This is an optimization exercise on Yosys and OpenROAD, whose aim is small area, not a production implementation.
At most, simulation tests tie the RTL to the original design; equivalence was not proved.
The clock input has no modelled driver; a real chip could not lean on it and would need a root buffer or a full tree.
Power and IR drop assume default switching activity.

==> run a: inputs <==
## alarm_clock_pv
module alarm_clock_pv (input CLK,SW5,SW4,SW3,SW2,SW1,SW0,KEY1,KEY0,
output logic [6:0] SEC_LSB,SEC_MSB,MIN_LSB,MIN_MSB,HR_LSB,HR_MSB,
output logic LED7,LED5,LED4,LED3,LED2,LED1,LED0);
Settings: LEC_CHECK=0, CAP_MARGIN=20, CORE_MARGIN=2, CORE_UTILIZATION=70, PLACE_DENSITY=0.8, SLEW_MARGIN=20; clock period 50.0 ns.
standard.sh (not shown) runs the stock make flow with config.mk's settings and CLKGATE_MAP_FILE= SYNTH_SCRIPT=/design/flow/synth_recipe.tcl, a recipe that flattens the netlist after the stock synthesis.
==> flow/flow/run.sh <==
#!/bin/bash
# Own layout flow: the standard flow, with an area-oriented synthesis
# (ABC area script, no half-adder extraction), the smallest buffer on
# every port and a small hand-built clock tree. Each tool's output goes
# to a log file here.
set -uo pipefail
R=orfs/results/$FLOW_PLATFORM/alarm_clock_pv/base

bash standard.sh synth > log_1_standard_synth.log 2>&1 || exit 1
cp $R/1_2_yosys.v std_1_2_yosys.v

# 2. own synthesis: same yosys script with another ABC script and no adder mapping
rm -rf myscripts; cp -r $FLOW_HOME/scripts myscripts
cp flow/abc_area.script myscripts/abc_speed.script
mkdir -p std_results; cp $R/1_* std_results/
rm -f $R/1_*
if bash standard.sh ADDER_MAP_FILE= SCRIPTS_DIR=$PWD/myscripts synth > log_2_own_synth.log 2>&1 \
   && python3 flow/cmpff.py std_1_2_yosys.v $R/1_2_yosys.v > log_2_cmpff.log 2>&1; then
  echo "own synthesis used" >> log_2_cmpff.log
else
  echo "own synthesis rejected, using the standard one" >> log_2_cmpff.log
  rm -f $R/1_*; cp std_results/1_* $R/
fi

# 3. layout; clock_tree_synthesis replaced by manual_cts
CTS_K=${CTS_K:-4}; CTS_CELL=${CTS_CELL:-sky130_fd_sc_hd__clkbuf_8}
[ -f flow/cts.conf ] && . flow/cts.conf
sed -i "s|^log_cmd clock_tree_synthesis.*|source $PWD/flow/manual_cts.tcl\nmanual_cts CLK $CTS_K $CTS_CELL\nset_propagated_clock [all_clocks]|" myscripts/cts.tcl
grep -n manual_cts myscripts/cts.tcl > log_3_cts_patch.log
bash standard.sh SCRIPTS_DIR=$PWD/myscripts \
  BUFFER_PORTS_ARGS="-buffer_cell sky130_fd_sc_hd__buf_1" \
  finish > log_3_layout.log 2>&1
==> flow/flow/abc_area.script <==
strash
&get -n
&deepsyn -T 20
&put
dch -f
amap
==> flow/flow/cmpff.py <==
# Compare the flip-flops of two synthesized netlists: same instance names, same cell
# types up to drive strength. Exit 1 if they differ.
import re, sys
def ffs(path):
    src = open(path).read()
    out = {}
    for typ, name in re.findall(r'^\s*(sky130_fd_sc_hd__\w+)\s+(\\?\S+)\s*\(', src, re.M):
        base = re.sub(r'_\d+$', '', typ)
        if re.search(r'__(df|sdf|edf|dl|sedf)', typ):
            out[name] = base
    return out
a, b = ffs(sys.argv[1]), ffs(sys.argv[2])
if a != b or not a:
    print('flip-flops differ:', len(a), len(b), sorted(set(a.items()) ^ set(b.items()))[:10])
    sys.exit(1)
print('flip-flops match:', len(a))
==> flow/flow/cts.conf <==
CTS_K=4; CTS_CELL=sky130_fd_sc_hd__clkbuf_8
==> flow/flow/manual_cts.tcl <==
# Clock buffering in place of clock_tree_synthesis: the flip-flops are split
# into k groups of equal size by recursive bisection of their locations, and
# each group gets one clock buffer at its centroid, driven by the clock port.
proc mcts_split {pts k} {
  if {$k <= 1} { return [list $pts] }
  set xs {}; set ys {}
  foreach q $pts { lappend xs [lindex $q 1]; lappend ys [lindex $q 2] }
  set dx [expr {[tcl::mathfunc::max {*}$xs] - [tcl::mathfunc::min {*}$xs]}]
  set dy [expr {[tcl::mathfunc::max {*}$ys] - [tcl::mathfunc::min {*}$ys]}]
  set idx [expr {$dx >= $dy ? 1 : 2}]
  set s [lsort -real -index $idx $pts]
  set k1 [expr {$k / 2}]
  set n1 [expr {int(round([llength $s] * double($k1) / $k))}]
  return [concat [mcts_split [lrange $s 0 [expr {$n1 - 1}]] $k1] \
                 [mcts_split [lrange $s $n1 end] [expr {$k - $k1}]]]
}
proc manual_cts {clk k cell} {
  set pts {}
  foreach p [get_pins -of_objects [get_nets $clk]] {
    if {[get_property $p direction] != "input"} continue
    set b [[sta::sta_to_db_inst [get_cells -of_objects $p]] getBBox]
    lappend pts [list $p [expr {([$b xMin] + [$b xMax]) / 2000.0}] [expr {([$b yMin] + [$b yMax]) / 2000.0}]]
  }
  set j 0
  foreach grp [mcts_split $pts $k] {
    set lp {}; set sx 0; set sy 0
    foreach q $grp { lappend lp [lindex $q 0]; set sx [expr {$sx + [lindex $q 1]}]; set sy [expr {$sy + [lindex $q 2]}] }
    set n [llength $grp]
    set loc [list [expr {$sx / $n}] [expr {$sy / $n}]]
    puts "manual_cts: group $j, $n sinks, buffer at $loc"
    insert_buffer -buffer_cell $cell -load_pins $lp -location $loc -buffer_name clkbuf_m_$j -net_name clknet_m_$j
    incr j
  }
}
==> run b (differences from run a) <==
==> flow/design.v (replaced) <==
module alarm_clock_pv (input CLK,SW5,SW4,SW3,SW2,SW1,SW0,KEY1,KEY0,
output logic [6:0] SEC_LSB,SEC_MSB,MIN_LSB,MIN_MSB,HR_LSB,HR_MSB,
output logic LED7,LED5,LED4,LED3,LED2,LED1,LED0);
function automatic [3:0] nx13(input [3:0] q);
  nx13 = {((q[2])), ((q[1])), ((q[0])), ~((q[3] & ~q[0]) | (~q[3] & q[0]) | (~q[2] & q[1] & ~q[0]))};
endfunction
function automatic last13(input [3:0] q);
  last13 = ((q[3] & ~q[2] & ~q[0]));
endfunction
function automatic [2:0] nx7(input [2:0] q);
  nx7 = {((q[1])), ((q[0])), ((~q[2] & ~q[0]) | (q[2] & q[0]))};
endfunction
function automatic last7(input [2:0] q);
  last7 = ((q[2] & ~q[1] & ~q[0]));
endfunction
function automatic [3:0] nxo(input [3:0] q);
  nxo = {((q[2])), ((q[1])), ((q[0])), ((~q[3] & q[2]) | (~q[3] & ~q[0]) | (~q[2] & q[1]))};
endfunction
function automatic is9(input [3:0] q);
  is9 = ((q[3] & ~q[2] & ~q[0]));
endfunction
function automatic is3(input [3:0] q);
  is3 = ((~q[3] & q[2] & ~q[1]));
endfunction
function automatic is0o(input [3:0] q);
  is0o = ((~q[3] & ~q[1] & ~q[0]));
endfunction
function automatic [2:0] nxj(input [2:0] q);
  nxj = {((q[1])), ((q[0])), ((~q[2]))};
endfunction
function automatic is5(input [2:0] q);
  is5 = ((q[2] & ~q[1]));
endfunction
function automatic is0j(input [2:0] q);
  is0j = ((~q[2] & ~q[0]));
endfunction
function automatic [1:0] nxh(input [1:0] q);
  nxh = {((~q[1] & q[0])), ((~q[1]))};
endfunction
function automatic is2(input [1:0] q);
  is2 = ((q[1]));
endfunction
function automatic is0h(input [1:0] q);
  is0h = ((~q[0]));
endfunction
function automatic [6:0] sego(input [3:0] q);
  sego = {((~q[3] & ~q[2] & ~q[1]) | (q[3] & q[1] & ~q[0])), ((~q[1] & q[0]) | (q[1] & ~q[0])), ((~q[3] & q[0]) | (q[3] & ~q[2]) | (q[2] & q[1] & ~q[0])), ((~q[2] & q[0]) | (q[2] & q[1] & ~q[0])), ((~q[3] & q[1] & ~q[0])), ((q[2] & q[1] & q[0])), ((~q[2] & q[0]))};
endfunction
function automatic [6:0] segj(input [2:0] q);
  segj = {((~q[2] & ~q[1])), ((q[0])), ((q[2]) | (~q[1] & q[0])), ((~q[1] & q[0]) | (q[1] & ~q[0])), ((~q[2] & q[1])), ((q[2] & ~q[1])), ((~q[1] & q[0]) | (q[1] & ~q[0]))};
endfunction
function automatic [6:0] segh(input [1:0] q);
  segh = {((~q[1])), ((q[0])), ((~q[1] & q[0])), ((~q[1] & q[0])), ((q[1])), (1'b0), ((~q[1] & q[0]))};
endfunction
function automatic [1:0] nx4(input [1:0] q);
  nx4 = {((q[0])), ((~q[1]))};
endfunction
function automatic last4(input [1:0] q);
  last4 = ((q[1] & ~q[0]));
endfunction
function automatic [3:0] nx15(input [3:0] q);
  nx15 = {((q[2])), ((q[1])), ((q[0])), ((~q[3] & ~q[0]) | (q[3] & q[0]))};
endfunction
function automatic last15(input [3:0] q);
  last15 = ((q[3] & ~q[2] & ~q[1] & ~q[0]));
endfunction
function automatic [4:0] nxhr(input [4:0] q);
  nxhr = {~((~q[4] & q[2]) | (~q[4] & ~q[3]) | (~q[4] & q[0]) | (q[3] & q[2] & ~q[1] & q[0])), ~((~q[2]) | (q[3] & ~q[1] & q[0])), ((q[1]) | (q[4] & q[3] & ~q[2])), ~((~q[0]) | (q[3] & q[2] & ~q[1])), ((~q[3] & q[2]) | (~q[3] & ~q[0]) | (~q[2] & q[1]))};
endfunction
function automatic is0hr(input [4:0] q);
  is0hr = ((~q[4] & ~q[3] & ~q[1] & ~q[0]));
endfunction
function automatic [6:0] seghro(input [3:0] q);
  seghro = {((~q[2] & ~q[1] & q[0]) | (~q[3] & ~q[1] & ~q[0]) | (q[3] & q[1] & ~q[0])), ((~q[1] & q[0]) | (q[1] & ~q[0])), ~((~q[3] & ~q[0]) | (q[2] & ~q[1] & ~q[0]) | (q[3] & q[2] & q[1] & q[0])), ((~q[2] & q[0]) | (q[3] & q[1] & ~q[0])), ((~q[3] & q[1] & ~q[0])), ((q[2] & q[1] & q[0])), ((~q[2] & q[0]))};
endfunction
function automatic [6:0] seghrt(input [4:0] q);
  seghrt = {~((~q[3] & q[2] & ~q[0]) | (q[3] & ~q[1] & q[0])), ((q[4])), ~((~q[4]) | (~q[3] & q[2] & ~q[0]) | (q[3] & ~q[1] & q[0])), ~((~q[4]) | (~q[3] & q[2] & ~q[0]) | (q[3] & ~q[1] & q[0])), ((~q[3] & q[2] & ~q[0]) | (q[3] & ~q[1] & q[0])), (1'b0), ~((~q[4]) | (~q[3] & q[2] & ~q[0]) | (q[3] & ~q[1] & q[0]))};
endfunction
logic p; logic [3:0] m13; logic [2:0] m7;
always_ff @(posedge CLK or posedge SW0)
  if (SW0) begin p <= 1'b0; m13 <= 4'd0; m7 <= 3'd0; end
  else begin p <= ~p; m13 <= nx13(m13); m7 <= nx7(m7); end
wire tick1 = ~p & last13(m13);
wire tick2 = ~p & last7(m7);
wire tick = (SW1 | SW2) ? tick2 : tick1;
wire minset_in = ~SW3 & ~KEY1;
wire hrset_in  = SW3 & ~KEY1;
logic [3:0] tso, tmo; logic [2:0] tst, tmt; logic [4:0] th;
wire t_minset = SW1 & minset_in;
wire t_hrset  = SW1 & hrset_in;
wire ts_step = tick & SW4;
wire ts_wrap = ts_step & is9(tso) & is5(tst);
wire tm_step = (t_minset ? tick : ts_wrap) & (SW4 | t_minset);
wire tm_wrap = tm_step & is9(tmo) & is5(tmt);
wire th_step = (t_hrset ? tick : tm_wrap) & (SW4 | t_hrset);
always_ff @(posedge CLK or posedge SW0)
  if (SW0) begin tso <= 4'd0; tst <= 3'd0; tmo <= 4'd0; tmt <= 3'd0; th <= 5'd0; end
  else begin
    if (ts_step) begin tso <= nxo(tso); if (is9(tso)) tst <= nxj(tst); end
    if (tm_step) begin tmo <= nxo(tmo); if (is9(tmo)) tmt <= nxj(tmt); end
    if (th_step) th <= nxhr(th);
  end
logic [1:0] as4; logic [3:0] as15;
logic [3:0] amo; logic [2:0] amt; logic [4:0] ah;
wire a_run = ~KEY1;
wire a_minset = SW2 & minset_in;
wire a_hrset  = SW2 & hrset_in;
wire as_step = tick & a_run;
wire as_wrap = as_step & last4(as4) & last15(as15);
wire am_step = (a_minset ? tick : as_wrap) & a_run;
wire am_wrap = am_step & is9(amo) & is5(amt);
wire ah_step = (a_hrset ? tick : am_wrap) & a_run;
always_ff @(posedge CLK or posedge SW0)
  if (SW0) begin as4 <= 2'd0; as15 <= 4'd0; amo <= 4'd0; amt <= 3'd0; ah <= 5'd0; end
  else if (~KEY0) begin as4 <= 2'd0; as15 <= 4'd0; amo <= 4'd0; amt <= 3'd0; ah <= 5'd0; end
  else begin
    if (as_step) begin as4 <= nx4(as4); as15 <= nx15(as15); end
    if (am_step) begin amo <= nxo(amo); if (is9(amo)) amt <= nxj(amt); end
    if (ah_step) ah <= nxhr(ah);
  end
wire alrm = SW4 & SW5 & KEY0 & (ah == th) & (amo == tmo) & (amt == tmt)
            & ~is0hr(th) & ~(is0o(tmo) & is0j(tmt));
logic f;
always_ff @(posedge CLK or posedge SW0)
  if (SW0) begin f <= 1'b0; LED7 <= 1'b0; end
  else if (tick2) begin
    if (alrm) f <= ~f;
    LED7 <= alrm & f;
  end
assign SEC_LSB = SW2 ? 7'b1000000 : sego(tso);
assign SEC_MSB = SW2 ? 7'b1000000 : segj(tst);
assign MIN_LSB = sego(SW2 ? amo : tmo);
assign MIN_MSB = segj(SW2 ? amt : tmt);
wire [4:0] dh = SW2 ? ah : th;
assign HR_LSB = seghro(dh[3:0]);
assign HR_MSB = seghrt(dh);
always_comb begin
  LED0 = 0; LED1 = 0; LED2 = 0; LED3 = 0; LED4 = 0; LED5 = 0;
  if (SW5) LED5 = 1;
  if (SW4) LED4 = 1;
  if (SW3) LED3 = 1;
  if (SW2) LED2 = 1;
  if (SW1) LED1 = 1;
  if (SW0) LED0 = 1;
end
endmodule
==> run c (differences from run a) <==
--- a/flow/design.v
+++ b/flow/design.v
@@ -11,19 +11,19 @@
   nx7 = {((q[1])), ((q[0])), ((~q[2] & ~q[0]) | (q[2] & q[0]))};
 endfunction
 function automatic last7(input [2:0] q);
   last7 = ((q[2] & ~q[1] & ~q[0]));
 endfunction
 function automatic [3:0] nxo(input [3:0] q);
-  nxo = {((q[2])), ((q[1])), ((~q[3] & ~q[2])), ((~q[0]))};
+  nxo = {((q[2])), ((q[1])), ((q[0])), ((~q[3] & q[2]) | (~q[3] & ~q[0]) | (~q[2] & q[1]))};
 endfunction
 function automatic is9(input [3:0] q);
-  is9 = ((q[3] & ~q[2] & q[0]));
+  is9 = ((q[3] & ~q[2] & ~q[0]));
 endfunction
 function automatic is3(input [3:0] q);
-  is3 = ((q[2] & ~q[1] & q[0]));
+  is3 = ((~q[3] & q[2] & ~q[1]));
 endfunction
 function automatic is0o(input [3:0] q);
   is0o = ((~q[3] & ~q[1] & ~q[0]));
 endfunction
 function automatic [2:0] nxj(input [2:0] q);
   nxj = {((q[1])), ((q[0])), ((~q[2]))};
@@ -41,13 +41,13 @@
   is2 = ((q[1]));
 endfunction
 function automatic is0h(input [1:0] q);
   is0h = ((~q[0]));
 endfunction
 function automatic [6:0] sego(input [3:0] q);
-  sego = {((q[1] & q[0]) | (~q[3] & ~q[1] & ~q[0])), ((~q[3] & q[2]) | (q[2] & q[0]) | (q[1] & q[0])), ((q[0]) | (q[3] & ~q[2])), ((q[1] & q[0]) | (q[3] & ~q[2] & ~q[0])), ((~q[3] & q[2] & ~q[0])), ((~q[3] & ~q[1] & q[0]) | (~q[2] & q[1] & ~q[0])), ((q[3] & ~q[2] & ~q[0]) | (~q[2] & q[1] & q[0]))};
+  sego = {((~q[3] & ~q[2] & ~q[1]) | (q[3] & q[1] & ~q[0])), ((~q[1] & q[0]) | (q[1] & ~q[0])), ((~q[3] & q[0]) | (q[3] & ~q[2]) | (q[2] & q[1] & ~q[0])), ((~q[2] & q[0]) | (q[2] & q[1] & ~q[0])), ((~q[3] & q[1] & ~q[0])), ((q[2] & q[1] & q[0])), ((~q[2] & q[0]))};
 endfunction
 function automatic [6:0] segj(input [2:0] q);
   segj = {((~q[2] & ~q[1])), ((q[0])), ((q[2]) | (~q[1] & q[0])), ((~q[1] & q[0]) | (q[1] & ~q[0])), ((~q[2] & q[1])), ((q[2] & ~q[1])), ((~q[1] & q[0]) | (q[1] & ~q[0]))};
 endfunction
 function automatic [6:0] segh(input [1:0] q);
   segh = {((~q[1])), ((q[0])), ((~q[1] & q[0])), ((~q[1] & q[0])), ((q[1])), (1'b0), ((~q[1] & q[0]))};
==> flow/run.sh (new file) <==
#!/bin/bash
# synth_recipe.tcl (not shown) runs the flow's synth.tcl, then flattens the netlist and writes it again
# the make line also repeats each setting of config.mk as NAME=value (left out here)
make -C /OpenROAD-flow-scripts/flow DESIGN_CONFIG=/design/flow/config.mk WORK_HOME=/design/flow/orfs CLKGATE_MAP_FILE= SYNTH_SCRIPT=/design/flow/synth_recipe.tcl finish
Settings changed: CORE_UTILIZATION 70 to 40, PLACE_DENSITY 0.8 to unset.
removed: flow/flow/run.sh
removed: flow/flow/abc_area.script
removed: flow/flow/cmpff.py
removed: flow/flow/cts.conf
removed: flow/flow/manual_cts.tcl
removed: flow/standard.sh
==> run_results.csv <==
group,metric,value,unit
outcome,status,"finished clean",
synthesis,avgSynthCellArea,8.29,um^2
route,vias,2414,
pwr,powerComb,0.0000392,W
pwr,combPwrFrac,35.9,%
cts,cts.clk_slew.worst_paths,0.07,ns
global_routing,grt_pass1_vias,2151,
worst_setup_path,arrival,12.03,ns
sta,fin_crit,22.03,ns
synthesis,synth_simple_gate_area_share,14.1,%
global_routing,track_usage,29.1,%
die,nWellTaps,46,
route,wl_met1,2440,um
synthesis,synth_top_area_share,47.0,%
worst_setup_path,crit_slowest_cell,"clkinv_1",
# the run above: run b

==> run_results.csv <==
group,metric,value,unit
sta,fin_crit,22.83,ns
route,wl_met1,2420,um
route,vias,2426,
synthesis,synth_simple_gate_area_share,14.7,%
pwr,powerComb,0.0000192,W
synthesis,synth_top_area_share,48.2,%
pwr,combPwrFrac,23.7,%
synthesis,avgSynthCellArea,8.38,um^2
layout,flops_and_latches,49,
cts,cts.clk_slew.worst_paths,0.07,ns
die,nWellTaps,46,
global_routing,track_usage,29.9,%
route,drc_errors,0,
worst_setup_path,crit_slowest_cell,"clkinv_1",
outcome,status,"finished clean",
global_routing,grt_pass1_vias,2306,
# the run above: run a

==> run_results.csv <==
group,metric,value,unit
outcome,status,"finished clean",
global_routing,grt_pass1_vias,2220,
sta,fin_crit,22.22,ns
pwr,powerComb,0.0000194,W
pwr,combPwrFrac,20.8,%
route,vias,2431,
synthesis,synth_simple_gate_area_share,19.7,%
worst_setup_path,crit_slowest_cell,"clkdlybuf4s50_1",
cts,cts.clk_slew.worst_paths,0.10,ns
route,wl_met1,3410,um
layout,flops_and_latches,49,
worst_setup_path,arrival,12.22,ns
synthesis,synth_top_area_share,40.0,%
global_routing,track_usage,16.5,%
synthesis,yosysMostFrequentCell,"dfrtp_1",
# the run above: run c

For run a, only the layout was checked, not whether the RTL still works. In run a and run b the design's own scripts or RTL, not TritonCTS, make the clock network.

==> what the ideal ports hide <==
In the flow no input, the clock included, has a driving cell. The finished layouts below were timed again as built, in two steps.
Step 1 assumes that a clkbuf_16 drives the clock port and a buf_2 every other input.
Step 2 adds t to the input delays and takes it off the output delays; t is the mean of the earliest and latest rising clock arrival at the registers after step 1. Input paths then give back, and output paths get back, about the clock's delay inside the block.
Slacks: ideal ports / drivers / drivers and shift; pairs: ideal ports / drivers.
run | t (ns) | setup slack, ns | worst hold slack (ns)
run a | 0.197 | 27.171 / 27.129 / 27.129 | 0.396 / 0.396 / 0.396
run b | 0.192 | 27.968 / 27.942 / 27.942 | 0.377 / 0.377 / 0.377
run c | 0.322 | 27.781 / 27.758 / 27.758 | 0.390 / 0.390 / 0.390
After both steps setup and hold are still met in every run listed. The setup slack of run a, which loses most, moves by -0.042 ns with the drivers and by -0.042 ns with both steps.
